This design comes from an exercise in tuning for small area on the open sky130 flow, not from production work. RTL that was checked went through simulation tests only; none was proved equivalent to the original. Power and IR drop assume default switching activity.

==> flow/design.v (excerpt) <==
module cbc_dig(clk,rst_n,RX_A,RX_C,TX_C,CH_A,CH_B,dst,eep_rd_data,eep_addr,eep_cs_n,eep_r_w_n,chrg_pmp_en);
Settings: LEC_CHECK=0, CAP_MARGIN=0, CORE_MARGIN=2, CORE_UTILIZATION=65, GPL_TIMING_DRIVEN=0, SLEW_MARGIN=0; clock period 10.0 ns.
standard.sh (not shown) runs the stock make flow with config.mk's settings and CLKGATE_MAP_FILE= SYNTH_SCRIPT=/design/flow/synth_recipe.tcl, a recipe that flattens the netlist after the stock synthesis.
==> flow/flow/run.sh <==
#!/bin/bash
# Layout flow: the standard flow (standard.sh, synthesis unchanged) with
# the synthesis buffers removed before placement, single-drive port buffers
# and a clock tree without dummy loads.
export REMOVE_ABC_BUFFERS=1
export BUFFER_PORTS_ARGS="-buffer_cell sky130_fd_sc_hd__buf_1"
export CTS_ARGS="-sink_clustering_enable -repair_clock_nets -dont_use_dummy_load -buf_list sky130_fd_sc_hd__clkbuf_8 -sink_clustering_size 16 -sink_clustering_max_diameter 100"
bash standard.sh > standard.log 2>&1
status=$?
tail -40 standard.log
exit $status
The baseline went through all stages and came out clean.
Next try:
--- a/flow/flow/run.sh
+++ b/flow/flow/run.sh
@@ -7 +7 @@
-export CTS_ARGS="-sink_clustering_enable -repair_clock_nets -dont_use_dummy_load -buf_list sky130_fd_sc_hd__clkbuf_8 -sink_clustering_size 16 -sink_clustering_max_diameter 100"
+export CTS_ARGS="-sink_clustering_enable -repair_clock_nets -dont_use_dummy_load -buf_list sky130_fd_sc_hd__clkbuf_4 -sink_clustering_size 10 -sink_clustering_max_diameter 60"
Outcome: Global-route usage went up by 0.27 points. Hold slack gets worse by 0.014 ns. Total power went down by a few percent. Via count went up slightly.
Next try:
--- a/flow/flow/run.sh
+++ b/flow/flow/run.sh
@@ -3,3 +3 @@
-# the synthesis buffers removed before placement, single-drive port buffers
-# and a clock tree without dummy loads.
-export REMOVE_ABC_BUFFERS=1
+# single-drive port buffers and a clock tree without dummy loads.
Cell area is higher by 1.3%.
Register-to-register slack is better by 0.37 ns.
Clock power climbs by about 3%.
Non-clock buffer count climbs by 42.
Function was not checked in any run of this note: the RTL went through the layout flow alone.

run 1:
Another version of the RTL of cbc_dig (not shown whole).
Size in the first run: about 910 cells after synthesis, ~230 flip-flops, ~40 I/O pins, roughly 10,000 um2 of cells after synthesis.
export LEC_CHECK = 0
export CAP_MARGIN = 0
export CORE_MARGIN = 2
export CORE_UTILIZATION = 75
export GPL_TIMING_DRIVEN = 0
export SLEW_MARGIN = 0
create_clock -name core_clock -period 10.0 [get_ports {clk}]
==> flow/flow/run.sh <==
#!/bin/bash
# Layout flow: the standard flow (standard.sh, synthesis unchanged) with
# the synthesis buffers removed before placement, single-drive port buffers
# and a clock tree without dummy loads.
export REMOVE_ABC_BUFFERS=1
export BUFFER_PORTS_ARGS="-buffer_cell sky130_fd_sc_hd__buf_1"
export CTS_ARGS="-sink_clustering_enable -repair_clock_nets -dont_use_dummy_load -buf_list sky130_fd_sc_hd__clkbuf_4 -sink_clustering_size 8 -sink_clustering_max_diameter 50"
bash standard.sh > standard.log 2>&1
status=$?
tail -40 standard.log
exit $status
Run 1: done, clean on timing, DRC and antenna
The inputs of run 2 differ from those of run 1 as listed below.
- CORE_UTILIZATION: 75 -> 65
Notes after the runs:
Of run 2 and run 1, run 2 shows the lower required time at the endpoint of the critical path, with run 1 above it. Between run 1 and run 2, the portion of total power attributed to combinational logic figures differ only marginally. Against run 1, run 2 comes in 1.0 nW/um2 lower on power per standard cell area. On hold slack: between run 2 and run 1, it ends up higher for run 1. Utilization run 1 -> run 2: down. Run 1 has lower number of antenna violations at the first check in global routing than run 2. Changes observed in run 2 relative to run 1: count of clock-buffer cells in the layout decreased by 2.9% relative to the old numbers, worst reg-to-reg path cell count now smaller, post-route worst setup slack shows a reduction of 0.30 ns.
> inputs changed (run 2 -> run 3)
--- a/flow/flow/run.sh
+++ b/flow/flow/run.sh
@@ -6,3 +6,3 @@
 export BUFFER_PORTS_ARGS="-buffer_cell sky130_fd_sc_hd__buf_1"
-export CTS_ARGS="-sink_clustering_enable -repair_clock_nets -dont_use_dummy_load -buf_list sky130_fd_sc_hd__clkbuf_4 -sink_clustering_size 8 -sink_clustering_max_diameter 50"
+export CTS_ARGS="-sink_clustering_enable -repair_clock_nets -dont_use_dummy_load -buf_list sky130_fd_sc_hd__clkbuf_4 -sink_clustering_size 9 -sink_clustering_max_diameter 55"
 bash standard.sh > standard.log 2>&1
==> comparison <==
Run 3 ran to completion and came out clean on the timing, DRC and antenna checks.
Compare run 3 and run 2 | final non-filler cell area lower: run 3
Clock network fraction of total power in run 3 vs run 2: down 1.7 points
In the metrics for run 3 and run 2, the one carrying the lower H-tree depth reported by CTS is run 3.
Run 3 reports a higher sequential share of layout area than run 2 does.
Wire length per cell | run 3 below run 2
Against run 2, run 3 reports a antenna diode count that is lower.
Utilization run 2 -> run 3: down
Sort run 3 and run 2 by maximum achievable frequency asc -> top: run 2

cbc_dig, a different RTL version from the one above (not shown whole).
For scale: about 220 flip-flops, about 40 I/O pins, about 0.0098 sq mm of cells after synthesis.
clock: 10.0 ns
lec_check: 0
cap_margin: 0
core_margin: 2
core_utilization: 65
gpl_timing_driven: 0
place_density: 0.9
slew_margin: 0
==> flow/flow/run.sh <==
#!/bin/bash
# Layout flow: the standard flow (standard.sh, synthesis unchanged) with
# the synthesis buffers removed before placement, single-drive port buffers
# and a clock tree without dummy loads.
export REMOVE_ABC_BUFFERS=1
export BUFFER_PORTS_ARGS="-buffer_cell sky130_fd_sc_hd__buf_1"
export CTS_ARGS="-sink_clustering_enable -repair_clock_nets -dont_use_dummy_load -buf_list sky130_fd_sc_hd__clkbuf_4 -sink_clustering_size 9 -sink_clustering_max_diameter 55"
bash standard.sh > standard.log 2>&1
status=$?
tail -40 standard.log
exit $status
Change:
CORE_UTILIZATION = 70   (was 65)
Via count went up by about 0.9%. Area after synthesis stays the same. Total power stays flat. Setup slack got worse by 13 ps. Worst hold slack gets better by 4.7 ps. Global-route usage went up by 3.3 points.

cbc_dig, a different RTL version from the one above (not shown whole).
For scale: roughly 880 cells after synthesis, roughly 230 flip-flops, roughly 40 I/O pins.
==> flow/config.mk <==
export PLATFORM = sky130hd
export DESIGN_NAME = cbc_dig
export DESIGN_NICKNAME = cbc_dig
export VERILOG_FILES = /design/flow/design.v
export SDC_FILE = /design/flow/constraint.sdc
export NUM_CORES = 4
export LEC_CHECK = 0
export CAP_MARGIN = 0
export CORE_MARGIN = 2
export CORE_UTILIZATION = 65
export SLEW_MARGIN = 0
==> flow/constraint.sdc <==
create_clock -name core_clock -period 10.0 [get_ports {clk}]
set_input_delay 2.0000 -clock core_clock [delete_from_list [all_inputs] [get_ports {clk}]]
set_output_delay 2.0000 -clock core_clock [all_outputs]
set_load 0.01 [all_outputs]
==> flow/flow/run.sh <==
#!/bin/bash
# Layout flow: the standard flow (standard.sh, synthesis unchanged) with
# single-drive port buffers and a clock tree without dummy loads.
export BUFFER_PORTS_ARGS="-buffer_cell sky130_fd_sc_hd__buf_1"
export CTS_ARGS="-sink_clustering_enable -repair_clock_nets -dont_use_dummy_load -buf_list sky130_fd_sc_hd__clkbuf_4 -sink_clustering_size 10 -sink_clustering_max_diameter 60"
bash standard.sh > standard.log 2>&1
status=$?
tail -40 standard.log
exit $status
The starting point passed the timing, DRC and antenna checks.
Next try:
--- a/flow/flow/run.sh
+++ b/flow/flow/run.sh
@@ -5 +5 @@
-export CTS_ARGS="-sink_clustering_enable -repair_clock_nets -dont_use_dummy_load -buf_list sky130_fd_sc_hd__clkbuf_4 -sink_clustering_size 10 -sink_clustering_max_diameter 60"
+export CTS_ARGS="-sink_clustering_enable -repair_clock_nets -dont_use_dummy_load -buf_list sky130_fd_sc_hd__clkbuf_8 -sink_clustering_size 16 -sink_clustering_max_diameter 100"
- CORE_UTILIZATION: 65 -> 40
=> Total power rises by 2.8%; core utilization falls by 25 points; worst setup slack gains 0.064 ns; synthesized cell count is unchanged; worst hold slack hardly moves; global-route usage falls by 11 points; die area rises by 60%.
Next try:
--- a/flow/flow/run.sh
+++ b/flow/flow/run.sh
@@ -5 +5 @@
-export CTS_ARGS="-sink_clustering_enable -repair_clock_nets -dont_use_dummy_load -buf_list sky130_fd_sc_hd__clkbuf_8 -sink_clustering_size 16 -sink_clustering_max_diameter 100"
+export CTS_ARGS="-sink_clustering_enable -repair_clock_nets -dont_use_dummy_load -buf_list sky130_fd_sc_hd__clkbuf_4 -sink_clustering_size 10 -sink_clustering_max_diameter 60"
Area after synthesis is unchanged. Sequential cell count stays the same. Count of clock-buffer cells in the layout is higher by 10. Total power is lower by a few percent. Non-clock buffer count stays the same. Synthesized cell count stays the same.

== v6 ==
cbc_dig, a different RTL version from the one above (not shown whole).
Size in the first run: ~220 flip-flops, about 11000 um2 of cells after synthesis.
export LEC_CHECK = 0
export CAP_MARGIN = 20
export CORE_MARGIN = 2
export CORE_UTILIZATION = 40
export SLEW_MARGIN = 20
create_clock -name core_clock -period 10.0 [get_ports {clk}]
run.sh (not shown) runs the stock make flow with config.mk's settings and CLKGATE_MAP_FILE= SYNTH_SCRIPT=/design/flow/synth_recipe.tcl, a recipe that flattens the netlist after the stock synthesis.
Stock flow here: none of the scripts above is used.
The flow did not stop early for v6: all stages ran, and the layout cleared the timing, DRC and antenna checks.
Inputs modified between v6 and v7:
--- a/flow/config.mk
+++ b/flow/config.mk
@@ -10,2 +10,3 @@
 export CORE_UTILIZATION = 40
+export CTS_BUF_LIST = sky130_fd_sc_hd__clkbuf_4
 export SLEW_MARGIN = 20
### Flow results
- Relative to v6, part of the total power dissipated in the clock network decreased by 2.7 points in v7.
- There was hardly any difference in final design area excluding fillers between v6 and v7.
- Summary: with v6 as the reference, maximum frequency in v7 moved down slightly.
- Clock insertion delay at the later pin of the skew report for v7 is higher than for v6.
- When the final numbers for v7 and v6 were put side by side, the count of clock buffers in the final design turned out to be smaller in v6.
- [compare] base=v6 new=v7: portion of the clock cycle consumed by the worst path in the final layout has increased; worst hold slack comparable.
- First-iteration DRC count: higher on v7
- From v6 to v7 the numbers moved as follows: wire length moved up; count of placed standard cells in the final layout, fillers left out moved up; power dissipated in combinational cells moved down.

-- separate check: timing with driven ports --
The results above use ideal ports. As a check the final layouts listed here were re-extracted and re-timed, cells and wires unchanged.
Step 1 (the two cells are an assumption about what drives the block):
set clk [get_ports {clk}]
set_driving_cell -lib_cell sky130_fd_sc_hd__clkbuf_16 $clk
set_driving_cell -lib_cell sky130_fd_sc_hd__buf_2 [delete_from_list [all_inputs] $clk]
Step 2 moves the port delays by t, midway between the first and last clock arrival at a register: inputs arrive t later, outputs are due t later. That takes back most of the time a late clock gives input paths.
a / b / c = ideal ports / drivers / drivers and shift; a / b = the first two.
run | t (ns) | setup WS [ns] | latest minus earliest clock arrival (ns) | slew at the worst register clock pin (ns) | cell pins on the clock port's net
the first run of note 1 | 0.529 | 0.533 / 0.533 / 0.533 | 0.064 / 0.064 | 0.11 / 0.11 | 1
the second run of note 1 | 0.688 | 0.550 / 0.550 / 0.550 | 0.065 / 0.065 | 0.12 / 0.12 | 1
the third run of note 1 | 0.686 | 0.916 / 0.916 / 0.916 | 0.073 / 0.072 | 0.12 / 0.12 | 1
run 1 | 0.626 | 1.005 / 1.005 / 1.005 | 0.052 / 0.052 | 0.10 / 0.10 | 1
run 2 | 0.631 | 0.709 / 0.709 / 0.709 | 0.041 / 0.042 | 0.10 / 0.10 | 1
run 3 | 0.661 | 0.750 / 0.750 / 0.750 | 0.074 / 0.074 | 0.11 / 0.11 | 1
the first run of note 3 | 0.685 | 0.565 / 0.565 / 0.565 | 0.090 / 0.090 | 0.12 / 0.12 | 1
the second run of note 3 | 0.662 | 0.552 / 0.552 / 0.552 | 0.054 / 0.054 | 0.11 / 0.11 | 1
the first run of note 4 | 0.681 | 0.484 / 0.484 / -0.084 | 0.036 / 0.037 | 0.12 / 0.12 | 1
the second run of note 4 | 0.552 | 0.548 / 0.548 / 0.027 | 0.050 / 0.051 | 0.11 / 0.11 | 1
the third run of note 4 | 0.683 | 0.583 / 0.583 / 0.037 | 0.137 / 0.137 | 0.11 / 0.11 | 1
v6 | 0.562 | 0.538 / 0.538 / 0.075 | 0.014 / 0.015 | 0.07 / 0.07 | 1
v7 | 0.711 | 0.495 / 0.495 / 0.040 | 0.074 / 0.075 | 0.09 / 0.09 | 1
Met with ideal ports but missed after step 2: setup timing in the first run of note 4. For the first run of note 4, which loses most, drivers alone change the setup slack by 0.000 ns; drivers and shift together by -0.568 ns.
